Background: an optimization exercise with open tools, aiming at small area, a short achievable clock period and few clock cycles per item. Do not read the settings as production practice.
Only simulation tests tie the RTL to the original design; equivalence was not proved.
Power is estimated from default activity; no workload was simulated.

Setup of before:
==> flow/design.v <==
`timescale 1ns / 1ps
module huffmandecode(
clk,
huffrst,
code,
hufftable,
symaddr,
symdata,
huffdata,
hufflength,
hufffinish
    );
input clk,huffrst;
input[15:0] code;
input[8*16-1:0] hufftable;
output [7:0] symaddr;       
input[7:0] symdata;         
output [7:0] huffdata;
output [7:0] hufflength;
output reg hufffinish;
reg [7:0] sa;
assign symaddr  = sa;
assign huffdata = sa;
reg [7:0] g;         
reg [7:0] ca;        
reg [1:0] w;         
reg [4:0] k;         
reg       h;         
reg       one;       
reg       hs;        
reg       fix;       
assign hufflength = {3'b000, k};
wire [7:0] c1   = hufftable[7:0];
wire [7:0] c2   = hufftable[15:8];
wire       b1   = code[15];
wire       b2   = code[14];
wire       hit1 = (c1[7:1] != 7'd0) | (c1[0] & ~b1);
wire       g1   = b1 & ~c1[0];                            
wire       big  = (c1[7:1] != 7'd0) | (c2[7:2] != 6'd0);
wire [1:0] a2   = c1[0] ? {b2, ~b2} : {b1, b2};           
function [5:0] first_entry(input [5:0] x);
    reg [2:0] c, b, gg, s, a;
    reg       h1, h2;
    begin
        c = {1'b0, x[4:3]};           
        b = x[2:0];                   
        h1 = x[5] & ~b[2];            
        gg = {2'b00, b[2] & ~x[5]};    
        gg = {gg[1:0], b[1]};           
        h2 = c > gg;
        gg = gg - c;                    
        s = {2'b00, x[5]} + c;        
        a = s + {gg[1:0], b[0]};       
        if (h1)      first_entry = {3'd0, b[2], 2'd0};
        else if (h2) first_entry = {2'd0, x[5] ? {b[1], ~b[1]} : b[2:1], 2'd0};
        else         first_entry = {1'b0, a, gg[1:0]};
    end
endfunction
function [64*6-1:0] first_table(input dummy);
    integer i;
    begin
        for (i = 0; i < 64; i = i + 1) first_table[6*i +: 6] = first_entry(i[5:0]);
    end
endfunction
localparam [64*6-1:0] FIRST = first_table(1'b0);
wire [5:0] first = FIRST[6*{c1[0], c2[1:0], code[15:13]} +: 6];
wire [3:0] a0   = first[5:2];
wire [1:0] g2   = first[1:0];
wire       short = fix | hs;                        
wire [9:0] gn   = {1'b0, g, w[1]} - {2'b00, ca};    
wire       hit  = gn[9];                            
wire       dead = ~gn[9] & gn[8];                   
wire       nf   = ~short & ~h & ~hit & (dead | k == 5'd15);   
wire [14:0]  selk = 15'd1 << k[3:0];
wire [12:0]  sel  = selk[14:2];
wire [103:0] cpad = hufftable[127:24];
wire [11:0]  bpad = {code[0], code[1], code[2], code[3], code[4], code[5],
                     code[6], code[7], code[8], code[9], code[10], code[11]};
wire [7:0]   grp [0:4];
wire [4:0]   grpb;
genvar gi;
generate
    for (gi = 0; gi < 4; gi = gi + 1) begin : fg
        assign grp[gi] = (cpad[8*(3*gi)   +: 8] & {8{sel[3*gi]}})
                       | (cpad[8*(3*gi+1) +: 8] & {8{sel[3*gi+1]}})
                       | (cpad[8*(3*gi+2) +: 8] & {8{sel[3*gi+2]}});
        assign grpb[gi] = (bpad[3*gi] & sel[3*gi]) | (bpad[3*gi+1] & sel[3*gi+1])
                        | (bpad[3*gi+2] & sel[3*gi+2]);
    end
endgenerate
assign grp[4]  = cpad[8*12 +: 8] & {8{sel[12]}};
assign grpb[4] = 1'b0;
wire [7:0] fetch_c = grp[0] | grp[1] | grp[2] | grp[3] | grp[4];    
wire       fetch_b = |grpb;                                           
always @(posedge clk) begin
    one   <= hit1;
    hs    <= (c1[0] & ~b1) | (c2[1:0] > {g1, b2});
    fix   <= big;
    if (~huffrst) begin
        g  <= {6'd0, g2};
        sa <= {4'd0, a0};
        ca <= hufftable[23:16];
        w  <= code[13:12];
    end else begin
        g  <= gn[7:0];
        if (~hufffinish)
            sa <= h ? symdata : nf ? 8'hff : fix & (k == 5'd2) ? {6'd0, one ? {1'b0, b1} : a2}
                                           : sa + gn[7:0] + {7'd0, w[0]};
        ca <= fetch_c;
        w  <= {w[0], fetch_b};
    end
end
always @(posedge clk or negedge huffrst) begin
    if (~huffrst) begin
        hufffinish <= 1'b0;
        h <= 1'b0;
        k <= 5'd2;
    end else begin
        if (h | nf)
            hufffinish <= 1'b1;
        h <= short ? ~fix | (k == 5'd3) : hit;
        if (~hufffinish)
            k <= h ? (short ? {3'd0, ~one, one} : k) : nf ? 5'd0 : k + 5'd1;
    end
end
endmodule
Settings: LEC_CHECK=0, CAP_MARGIN=20, CORE_MARGIN=2, CORE_UTILIZATION=40, SLEW_MARGIN=20, TNS_END_PERCENT=5; clock period 11.0 ns.
standard.sh (not shown) runs the stock make flow with config.mk's settings and CLKGATE_MAP_FILE= SYNTH_SCRIPT=/design/flow/synth_recipe.tcl, a recipe that flattens the netlist after the stock synthesis.
==> flow/flow/run.sh <==
#!/bin/bash
# The standard layout (standard.sh) with three changes: synthesis maps with
# ABC on flow/abc.script (flow/synth.tcl), the ports get plain buf_1 buffers,
# and repair_timing aims below the clock period (setup margin).
set -euo pipefail
W=$(pwd)
export BUFFER_PORTS_ARGS="-buffer_cell sky130_fd_sc_hd__buf_1"
export SETUP_SLACK_MARGIN=7.9
export FLOW_ABC_SCRIPT=$W/flow/abc.script
sed "s#SYNTH_SCRIPT=[^ ]*#SYNTH_SCRIPT=$W/flow/synth.tcl#" standard.sh > synth_step.sh
# synthesis also leaves out the full and half adder cells (the platform list
# plus fa/ha): ABC builds the adders from plain gates, which is smaller here.
bash synth_step.sh "DONT_USE_CELLS=sky130_fd_sc_hd__probe_p_8 sky130_fd_sc_hd__probec_p_8 sky130_fd_sc_hd__lpflow_bleeder_1 sky130_fd_sc_hd__lpflow_clkbufkapwr_1 sky130_fd_sc_hd__lpflow_clkbufkapwr_16 sky130_fd_sc_hd__lpflow_clkbufkapwr_2 sky130_fd_sc_hd__lpflow_clkbufkapwr_4 sky130_fd_sc_hd__lpflow_clkbufkapwr_8 sky130_fd_sc_hd__lpflow_clkinvkapwr_1 sky130_fd_sc_hd__lpflow_clkinvkapwr_16 sky130_fd_sc_hd__lpflow_clkinvkapwr_2 sky130_fd_sc_hd__lpflow_clkinvkapwr_4 sky130_fd_sc_hd__lpflow_clkinvkapwr_8 sky130_fd_sc_hd__lpflow_decapkapwr_12 sky130_fd_sc_hd__lpflow_decapkapwr_3 sky130_fd_sc_hd__lpflow_decapkapwr_4 sky130_fd_sc_hd__lpflow_decapkapwr_6 sky130_fd_sc_hd__lpflow_decapkapwr_8 sky130_fd_sc_hd__lpflow_inputiso0n_1 sky130_fd_sc_hd__lpflow_inputiso0p_1 sky130_fd_sc_hd__lpflow_inputiso1n_1 sky130_fd_sc_hd__lpflow_inputiso1p_1 sky130_fd_sc_hd__lpflow_inputisolatch_1 sky130_fd_sc_hd__lpflow_isobufsrc_1 sky130_fd_sc_hd__lpflow_isobufsrc_16 sky130_fd_sc_hd__lpflow_isobufsrc_2 sky130_fd_sc_hd__lpflow_isobufsrc_4 sky130_fd_sc_hd__lpflow_isobufsrc_8 sky130_fd_sc_hd__lpflow_isobufsrckapwr_16 sky130_fd_sc_hd__lpflow_lsbuf_lh_hl_isowell_tap_1 sky130_fd_sc_hd__lpflow_lsbuf_lh_hl_isowell_tap_2 sky130_fd_sc_hd__lpflow_lsbuf_lh_hl_isowell_tap_4 sky130_fd_sc_hd__lpflow_lsbuf_lh_isowell_4 sky130_fd_sc_hd__lpflow_lsbuf_lh_isowell_tap_1 sky130_fd_sc_hd__lpflow_lsbuf_lh_isowell_tap_2 sky130_fd_sc_hd__lpflow_lsbuf_lh_isowell_tap_4 sky130_fd_sc_hd__fill_1 sky130_fd_sc_hd__fill_2 sky130_fd_sc_hd__fill_4 sky130_fd_sc_hd__fill_8 sky130_fd_sc_hd__fa_1 sky130_fd_sc_hd__fa_2 sky130_fd_sc_hd__fa_4 sky130_fd_sc_hd__ha_1 sky130_fd_sc_hd__ha_2 sky130_fd_sc_hd__ha_4" synth > synth.log 2>&1
bash standard.sh > standard.log 2>&1
Other scripts of this flow, unchanged in this note and not shown: flow/flow/abc.script, flow/flow/synth.tcl
before went all the way through the flow, and no timing, DRC or antenna check failed.
Testbench counts of before, summed over its fixed seeds: cycles 9,412, items 2,048.
The inputs of after differ from those of before as listed below.
-- flow/design.v --
<<< before, line 104
    end else begin
        g  <= gn[7:0];
        if (~hufffinish)
            sa <= h ? symdata : nf ? 8'hff : fix & (k == 5'd2) ? {6'd0, one ? {1'b0, b1} : a2}
                                           : sa + gn[7:0] + {7'd0, w[0]};
        ca <= fetch_c;
        w  <= {w[0], fetch_b};
>>> after, line 104
    end else begin
        g  <= gn[7:0];
        sa <= ~hufffinish & h ? symdata : ~hufffinish & nf ? 8'hff
            : ~hufffinish & fix & (k == 5'd2) ? {6'd0, one ? {1'b0, b1} : a2}
            : sa + (gn[7:0] & {8{~hufffinish}}) + {7'd0, w[0] & ~hufffinish};
        ca <= fetch_c;
        w  <= {w[0], fetch_b};
## What came out
No run among after and before stopped early or left any final violation; all are clean.
Wire length of the first global-routing pass is lower on after
Between after and before, number of multi-input logic gates is higher for after, before comes in under that.
There was hardly any difference in total congestion overflow between after and before.
Against before, sequential-cell power consumption in after fell by a few percent.
~same clock network latency to the later pin of the worst-skew pair in after and before
after vs before: layout buffer count excluding clock buffers up
Testbench counts of after, summed over its fixed seeds: cycles 9,412, items 2,048.


run a:
// huffmandecode: RTL as listed in full above, without the edits since
clock: 11.0 ns
lec_check: 0
cap_margin: 20
core_margin: 2
core_utilization: 40
slew_margin: 20
tns_end_percent: 5
==> flow/flow/run.sh <==
#!/bin/bash
# The standard layout (standard.sh) with three changes: synthesis maps with
# ABC on flow/abc.script (flow/synth.tcl), the ports get plain buf_1 buffers,
# and repair_timing aims below the clock period (setup margin).
set -euo pipefail
W=$(pwd)
export BUFFER_PORTS_ARGS="-buffer_cell sky130_fd_sc_hd__buf_1"
export SETUP_SLACK_MARGIN=7.8
export FLOW_ABC_SCRIPT=$W/flow/abc.script
sed "s#SYNTH_SCRIPT=[^ ]*#SYNTH_SCRIPT=$W/flow/synth.tcl#" standard.sh > synth_step.sh
# synthesis also leaves out the full and half adder cells (the platform list
# plus fa/ha): ABC builds the adders from plain gates, which is smaller here.
bash synth_step.sh "DONT_USE_CELLS=sky130_fd_sc_hd__probe_p_8 sky130_fd_sc_hd__probec_p_8 sky130_fd_sc_hd__lpflow_bleeder_1 sky130_fd_sc_hd__lpflow_clkbufkapwr_1 sky130_fd_sc_hd__lpflow_clkbufkapwr_16 sky130_fd_sc_hd__lpflow_clkbufkapwr_2 sky130_fd_sc_hd__lpflow_clkbufkapwr_4 sky130_fd_sc_hd__lpflow_clkbufkapwr_8 sky130_fd_sc_hd__lpflow_clkinvkapwr_1 sky130_fd_sc_hd__lpflow_clkinvkapwr_16 sky130_fd_sc_hd__lpflow_clkinvkapwr_2 sky130_fd_sc_hd__lpflow_clkinvkapwr_4 sky130_fd_sc_hd__lpflow_clkinvkapwr_8 sky130_fd_sc_hd__lpflow_decapkapwr_12 sky130_fd_sc_hd__lpflow_decapkapwr_3 sky130_fd_sc_hd__lpflow_decapkapwr_4 sky130_fd_sc_hd__lpflow_decapkapwr_6 sky130_fd_sc_hd__lpflow_decapkapwr_8 sky130_fd_sc_hd__lpflow_inputiso0n_1 sky130_fd_sc_hd__lpflow_inputiso0p_1 sky130_fd_sc_hd__lpflow_inputiso1n_1 sky130_fd_sc_hd__lpflow_inputiso1p_1 sky130_fd_sc_hd__lpflow_inputisolatch_1 sky130_fd_sc_hd__lpflow_isobufsrc_1 sky130_fd_sc_hd__lpflow_isobufsrc_16 sky130_fd_sc_hd__lpflow_isobufsrc_2 sky130_fd_sc_hd__lpflow_isobufsrc_4 sky130_fd_sc_hd__lpflow_isobufsrc_8 sky130_fd_sc_hd__lpflow_isobufsrckapwr_16 sky130_fd_sc_hd__lpflow_lsbuf_lh_hl_isowell_tap_1 sky130_fd_sc_hd__lpflow_lsbuf_lh_hl_isowell_tap_2 sky130_fd_sc_hd__lpflow_lsbuf_lh_hl_isowell_tap_4 sky130_fd_sc_hd__lpflow_lsbuf_lh_isowell_4 sky130_fd_sc_hd__lpflow_lsbuf_lh_isowell_tap_1 sky130_fd_sc_hd__lpflow_lsbuf_lh_isowell_tap_2 sky130_fd_sc_hd__lpflow_lsbuf_lh_isowell_tap_4 sky130_fd_sc_hd__fill_1 sky130_fd_sc_hd__fill_2 sky130_fd_sc_hd__fill_4 sky130_fd_sc_hd__fill_8 sky130_fd_sc_hd__fa_1 sky130_fd_sc_hd__fa_2 sky130_fd_sc_hd__fa_4 sky130_fd_sc_hd__ha_1 sky130_fd_sc_hd__ha_2 sky130_fd_sc_hd__ha_4" synth > synth.log 2>&1
bash standard.sh > standard.log 2>&1
Other scripts of this flow, unchanged in this note and not shown: flow/flow/abc.script, flow/flow/synth.tcl
Testbench counts of run a, summed over its fixed seeds: cycles 9,412, items 2,048.
diff inputs: run a => run b
-- flow/design.v --
<<< run a, line 25
reg [7:0] ca;        
reg [1:0] w;         
reg [4:0] k;         
reg       h;         
reg       one;       
reg       hs;        
reg       fix;       
assign hufflength = {3'b000, k};
wire [7:0] c1   = hufftable[7:0];
wire [7:0] c2   = hufftable[15:8];
>>> run b, line 25
reg [7:0] ca;        
reg [1:0] w;         
reg [3:0] n;         
reg       h;         
reg       one;       
reg       hs;        
reg       fix;       
reg [4:0] hl;        
assign hufflength = {3'b000, hl};
wire [7:0] c1   = hufftable[7:0];
wire [7:0] c2   = hufftable[15:8];
<<< run a, line 71
wire       hit  = gn[9];                            
wire       dead = ~gn[9] & gn[8];                   
wire       nf   = ~short & ~h & ~hit & (dead | k == 5'd15);   
wire [14:0]  selk = 15'd1 << k[3:0];
wire [12:0]  sel  = selk[14:2];
wire [103:0] cpad = hufftable[127:24];
wire [11:0]  bpad = {code[0], code[1], code[2], code[3], code[4], code[5],
>>> run b, line 72
wire       hit  = gn[9];                            
wire       dead = ~gn[9] & gn[8];                   
wire       nf   = ~short & ~h & ~hit & (dead | n == 4'd13);   
wire [12:0]  sel  = 13'd1 << n;
wire [103:0] cpad = hufftable[127:24];
wire [11:0]  bpad = {code[0], code[1], code[2], code[3], code[4], code[5],
<<< run a, line 105
        g  <= gn[7:0];
        if (~hufffinish)
            sa <= h ? symdata : nf ? 8'hff : fix & (k == 5'd2) ? {6'd0, one ? {1'b0, b1} : a2}
                                           : sa + gn[7:0] + {7'd0, w[0]};
        ca <= fetch_c;
        w  <= {w[0], fetch_b};
    end
end
>>> run b, line 105
        g  <= gn[7:0];
        if (~hufffinish)
            sa <= h ? symdata : nf ? 8'hff : fix & (n == 4'd0) ? {6'd0, one ? {1'b0, b1} : a2}
                                           : sa + gn[7:0] + {7'd0, w[0]};
        ca <= fetch_c;
        w  <= {w[0], fetch_b};
    end
    if (~hufffinish) begin
        hl <= ~h ? 5'd0 : one ? 5'd1 : short ? 5'd2 : {1'b0, n} + 5'd2;
    end
end
<<< run a, line 115
        hufffinish <= 1'b0;
        h <= 1'b0;
        k <= 5'd2;
    end else begin
        if (h | nf)
            hufffinish <= 1'b1;
        h <= short ? ~fix | (k == 5'd3) : hit;
        if (~hufffinish)
            k <= h ? (short ? {3'd0, ~one, one} : k) : nf ? 5'd0 : k + 5'd1;
    end
end
>>> run b, line 118
        hufffinish <= 1'b0;
        h <= 1'b0;
        n <= 4'd0;
    end else begin
        if (h | nf)
            hufffinish <= 1'b1;
        h <= short ? ~fix | (n == 4'd1) : hit;
        n <= n + 4'd1;
    end
end
Results
Run b has completed all stages; timing, DRC and antenna checks passed. The run showing the smaller worst slew margin relative to its limit is run a. Run b against run a: post-cts gate resize count now sits lower, worst vdd rail ir drop now sits lower, power per cell area now sits lower, ratio of cells with drive above 1 in the final layout now sits lower.
Testbench counts of run b, summed over its fixed seeds: cycles 9,412, items 2,048.

[re-timing with driven ports]
How much do the figures lean on ideal ports? The routed layouts below were timed once more, with nothing changed but the port constraints. Step 1: set_driving_cell puts a clkbuf_16 on clk and a buf_2 on each other input, an assumption about the parent block. Step 2 also shifts input and output timing later by t, the mid clock arrival at the registers, as if the neighbouring blocks saw the same clock. Slacks: ideal ports / drivers / drivers and shift; pairs: ideal ports / drivers.
| run | t (ns) | setup WS [ns] | hold slack, ns | slew at the worst register clock pin (ns) | pins driven straight from the clock port |
|---|---|---|---|---|---|
| before | 0.317 | 7.788 / 7.757 / 7.515 | 0.461 / 0.461 / 0.461 | 0.08 / 0.08 | 1 |
| after | 0.327 | 7.849 / 7.821 / 7.602 | 0.470 / 0.470 / 0.470 | 0.08 / 0.08 | 1 |
| run a | 0.309 | 7.741 / 7.720 / 7.434 | 0.480 / 0.480 / 0.480 | 0.07 / 0.07 | 1 |
| run b | 0.315 | 7.759 / 7.758 / 7.443 | 0.523 / 0.523 / 0.523 | 0.08 / 0.08 | 1 |
After both steps setup and hold are still met in every run listed. The setup slack of run b, which loses most, moves by -0.001 ns with the drivers and by -0.316 ns with both steps.
